This is an optimization exercise on Yosys and OpenROAD, whose aim is small area and a short achievable clock period, not a production implementation.
RTL that was checked went through simulation tests only; none was proved equivalent to the original.
No activity file was given, so power comes from the tool's default toggle rates.

==> run K <==
## FIR
module FIR #
(
    parameter inbit = 11,
    parameter outbit = 23,
    parameter n=32
)
(
    input rst,
    input clk,
    input wire signed [inbit-1:0] infix,
    output reg signed [outbit-1:0] outfix
);
Settings: LEC_CHECK=0, CAP_MARGIN=20, CORE_MARGIN=2, CORE_UTILIZATION=40, SETUP_SLACK_MARGIN=2.3, SLEW_MARGIN=20, SYNTH_HIERARCHICAL=1; clock period 4.2 ns.
run.sh (not shown) runs the stock make flow with config.mk's settings and CLKGATE_MAP_FILE= SYNTH_SCRIPT=/design/flow/synth_recipe.tcl, a recipe that flattens the netlist after the stock synthesis.
==> inputs of run H, as changes to run K <==
--- a/flow/config.mk
+++ b/flow/config.mk
@@ -10,3 +10,3 @@
 export CORE_UTILIZATION = 40
-export SETUP_SLACK_MARGIN = 2.3
+export SETUP_SLACK_MARGIN = 2.1
 export SLEW_MARGIN = 20
==> comparison table <==
	run H	run K
Length of routed met3 wiring	1890 um	2080 um
Startpoint of the most critical register-to-register path	X[0]	U11[3]
Transition time of the tightest slew-check pin	0.879 ns	0.894 ns
Longest individual stage delay on the worst path	0.38 ns	0.59 ns
N_diodes	1	0
Drt first-iter violations	731	664
Min cycle time layout	2.16 ns	2.16 ns
Worst voltage drop across the vdd grid	323 uV	296 uV
Clock tree cell share of total cell area	0.0720	0.0674
Number of antenna violations at the first check in global routing	1	0
Master of the slowest instance on the critical path	sky130_fd_sc_hd__fa_2	sky130_fd_sc_hd__fa_1
Status	complete, no violations	complete, no violations
Detailed-route wire length on metal 1	27,400 um	27,800 um
Fraction of layout instances using a drive strength above 1	0.164	0.298
GR Util met1	0.221	0.228
Sum of routed wire length over all layers	60,400 um	62,800 um
Total chip power	19.5 mW	19.7 mW
Arrival time of the worst setup path	2.65 ns	2.64 ns
Fraction of area in registers	0.406	0.392
Routed wl met2	30,000 um	31,600 um
Switching power as a share of total power	0.279	0.283
Final clock period utilization by the worst path	0.514	0.513
Non-clock buffer total of the final layout	68	157
Function was not checked in any run of this note: the RTL went through the layout flow alone.

==> run a <==
FIR, a different RTL version from the one above (not shown whole).
clock: 4.2 ns
lec_check: 0
cap_margin: 20
core_margin: 2
core_utilization: 40
setup_slack_margin: 1.8
slew_margin: 20
==> run b: changes against run a <==
--- a/flow/config.mk
+++ b/flow/config.mk
@@ -9,4 +9,3 @@
 export CORE_MARGIN = 2
 export CORE_UTILIZATION = 40
-export SETUP_SLACK_MARGIN = 1.8
 export SLEW_MARGIN = 20
==> run c: changes against run a <==
--- a/flow/config.mk
+++ b/flow/config.mk
@@ -9,4 +9,4 @@
 export CORE_MARGIN = 2
 export CORE_UTILIZATION = 40
-export SETUP_SLACK_MARGIN = 1.8
+export SETUP_SLACK_MARGIN = 2.1
 export SLEW_MARGIN = 20
==> summary of the runs <==
Total power: run b < run a < run c. Global-route usage, lowest first: run b, run a, run c. Against run b, the final cell count of run a is higher by 3.0%. The lowest clock power belongs to run a, the highest to run c. Against run c, the critical path depth of run a is higher by 1. The highest clock skew belongs to run a, the lowest to run b. Between run a and run b, the lower non-clock buffer count is in run b (gap 129). Sequential cell count is the same in run c and run a. The lowest combinational power belongs to run b, the highest to run c.
Function was not checked in any run of this note: the RTL went through the layout flow alone.

==> inputs of build 12 <==
Another version of the RTL of FIR (not shown whole).
==> flow/config.mk <==
export PLATFORM = sky130hd
export DESIGN_NAME = FIR
export DESIGN_NICKNAME = FIR
export VERILOG_FILES = /design/flow/design.v
export SDC_FILE = /design/flow/constraint.sdc
export NUM_CORES = 4
export LEC_CHECK = 0
export CAP_MARGIN = 20
export CORE_MARGIN = 2
export CORE_UTILIZATION = 40
export SETUP_SLACK_MARGIN = 2.1
export SLEW_MARGIN = 20
export SYNTH_HIERARCHICAL = 1
==> flow/constraint.sdc <==
create_clock -name core_clock -period 4.2 [get_ports {clk}]
set_input_delay 0.8400 -clock core_clock [delete_from_list [all_inputs] [get_ports {clk}]]
set_output_delay 0.8400 -clock core_clock [all_outputs]
set_load 0.01 [all_outputs]
==> trial 88 (differences from build 12) <==
--- a/flow/config.mk
+++ b/flow/config.mk
@@ -8,6 +8,6 @@
 export CAP_MARGIN = 20
 export CORE_MARGIN = 2
 export CORE_UTILIZATION = 40
-export SETUP_SLACK_MARGIN = 2.1
+export SETUP_SLACK_MARGIN = 2.2
 export SLEW_MARGIN = 20
 export SYNTH_HIERARCHICAL = 1
==> run notes <==
Depth of the worst register-to-register path: build 12 4; trial 88 9
Critical path buffer and inverter count: build 12 0; trial 88 1
Leakage: build 12 13.75 nW; trial 88 13.79 nW
Max_slew headroom: build 12 0.2875; trial 88 0.4546
Power drawn by the combinational cells: build 12 4.44 mW; trial 88 4.72 mW
CTS-repair resized insts: build 12 205; trial 88 350
Startpoint of the worst hold path: build 12 A7_0_0$_DFF_P_; trial 88 A11_0_1$_DFF_P_
Fin cells: build 12 3487; trial 88 3513
Run status: build 12 finished clean; trial 88 finished clean
Power density over cell area: build 12 534.2 nW/µm²; trial 88 532.9 nW/µm²
Fraction of power spent switching nets: build 12 0.2869; trial 88 0.2871
Vias in the first global route: build 12 19.07k; trial 88 18.97k
Post-layout instance area: build 12 35610 µm²; trial 88 36200 µm²
CLK BUF: build 12 111; trial 88 109
Maximum fanout encountered on the critical timing path: build 12 5; trial 88 3
Worst hold endpoint: build 12 A6_0_0$_DFF_P_; trial 88 A10_0_0$_DFF_P_
Core Util, Final: build 12 0.4697; trial 88 0.4774
Final worst-path cycle share: build 12 0.5200; trial 88 0.5217
Via-to-Cell Ratio: build 12 4.657; trial 88 4.644
R2R Path Start: build 12 U6[5]$_DFF_P_; trial 88 X[0]$_SDFF_PP0_
Critical path depth: build 12 4; trial 88 9
Launch point of the critical path: build 12 U6[5]$_DFF_P_; trial 88 X[0]$_SDFF_PP0_
Slowest stage cell, crit path: build 12 fa_1; trial 88 fa_2
No run of this note included a check of the RTL's function; only the layout flow was run.

==> try-nickel <==
Another version of the RTL of FIR (not shown whole).
clock: 4.2 ns
lec_check: 0
cap_margin: 20
core_margin: 2
core_utilization: 60
place_density: 0.75
setup_slack_margin: 2.1
slew_margin: 20
synth_hierarchical: 1
==> inputs of try-pepper, as changes to try-nickel <==
Settings changed: CORE_UTILIZATION 60 to 40, CTS_BUF_LIST from default to sky130_fd_sc_hd__clkbuf_8, CTS_CLUSTER_SIZE from default to 16, PLACE_DENSITY 0.75 to default.
==> inputs of try-xenon, as changes to try-nickel <==
Settings changed: CTS_BUF_LIST from default to sky130_fd_sc_hd__clkbuf_16, CTS_CLUSTER_DIAMETER from default to 100, CTS_CLUSTER_SIZE from default to 25.
==> impl_metrics.py <==
metrics = {
    "sta": {
        "slew_headroom": 0.323,
        "fmax_mhz": 471,
    },
    "outcome": {
        "outcome": "complete, no violations",
    },
    "worst_setup_path": {
        "r2r-end": "A0_7_1",
    },
    "placed_design": {
        "place_ws_ns": 1.31,
    },
}
That was try-nickel.
==> impl_metrics.py <==
metrics = {
    "outcome": {
        "outcome": "complete, no violations",
    },
    "sta": {
        "rsz0062_at_grt": "yes",
        "fmax_mhz": 469,
        "slew_headroom": 0.288,
    },
    "placed_design": {
        "place_ws_ns": 1.34,
    },
    "worst_setup_path": {
        "r2r-end": "A10_8_1",
    },
}
That was try-pepper.
==> impl_metrics.py <==
metrics = {
    "outcome": {
        "outcome": "complete, no violations",
    },
    "worst_setup_path": {
        "r2r-end": "A6_12_1",
    },
    "sta": {
        "fmax_mhz": 457,
        "slew_headroom": 0.320,
    },
}
That was try-xenon.

-- afterwards: timing with drivers on the ports --
The results above use ideal ports. As a check the final layouts listed here were re-extracted and re-timed, cells and wires unchanged.
Step 1 assumes that a clkbuf_16 drives the clock port and a buf_2 every other input.
Step 2 adds t to the input delays and takes it off the output delays; t is the mean of the earliest and latest rising clock arrival at the registers after step 1. Input paths then give back, and output paths get back, about the clock's delay inside the block.
a / b / c = ideal ports / drivers / drivers and shift; a / b = the first two.
run | t (ns) | setup WS [ns] | hold WS [ns] | worst register clock-pin slew, ns
run K | 0.669 | 2.045 / 2.045 / 1.505 | 0.362 / 0.362 / 0.362 | 0.06 / 0.06
run H | 0.674 | 2.042 / 2.042 / 1.416 | 0.363 / 0.363 / 0.363 | 0.07 / 0.07
run a | 0.649 | 1.538 / 1.538 / 1.133 | 0.371 / 0.371 / 0.371 | 0.06 / 0.06
run b | 0.655 | 1.027 / 1.027 / 0.700 | 0.373 / 0.373 / 0.373 | 0.06 / 0.06
run c | 0.660 | 1.537 / 1.537 / 1.130 | 0.363 / 0.363 / 0.363 | 0.07 / 0.07
build 12 | 0.657 | 2.016 / 2.016 / 1.392 | 0.363 / 0.363 / 0.363 | 0.06 / 0.06
trial 88 | 0.663 | 2.009 / 2.009 / 1.408 | 0.362 / 0.362 / 0.362 | 0.06 / 0.06
try-nickel | 0.659 | 2.076 / 2.076 / 1.492 | 0.361 / 0.361 / 0.361 | 0.07 / 0.07
try-pepper | 0.760 | 2.069 / 2.069 / 1.364 | 0.363 / 0.360 / 0.363 | 0.07 / 0.07
try-xenon | 0.629 | 2.011 / 2.011 / 1.518 | 0.362 / 0.362 / 0.362 | 0.10 / 0.10
After both steps every run listed still meets setup and hold. The setup slack of try-pepper, which loses most, moves by 0.000 ns with the drivers and by -0.705 ns with both steps.
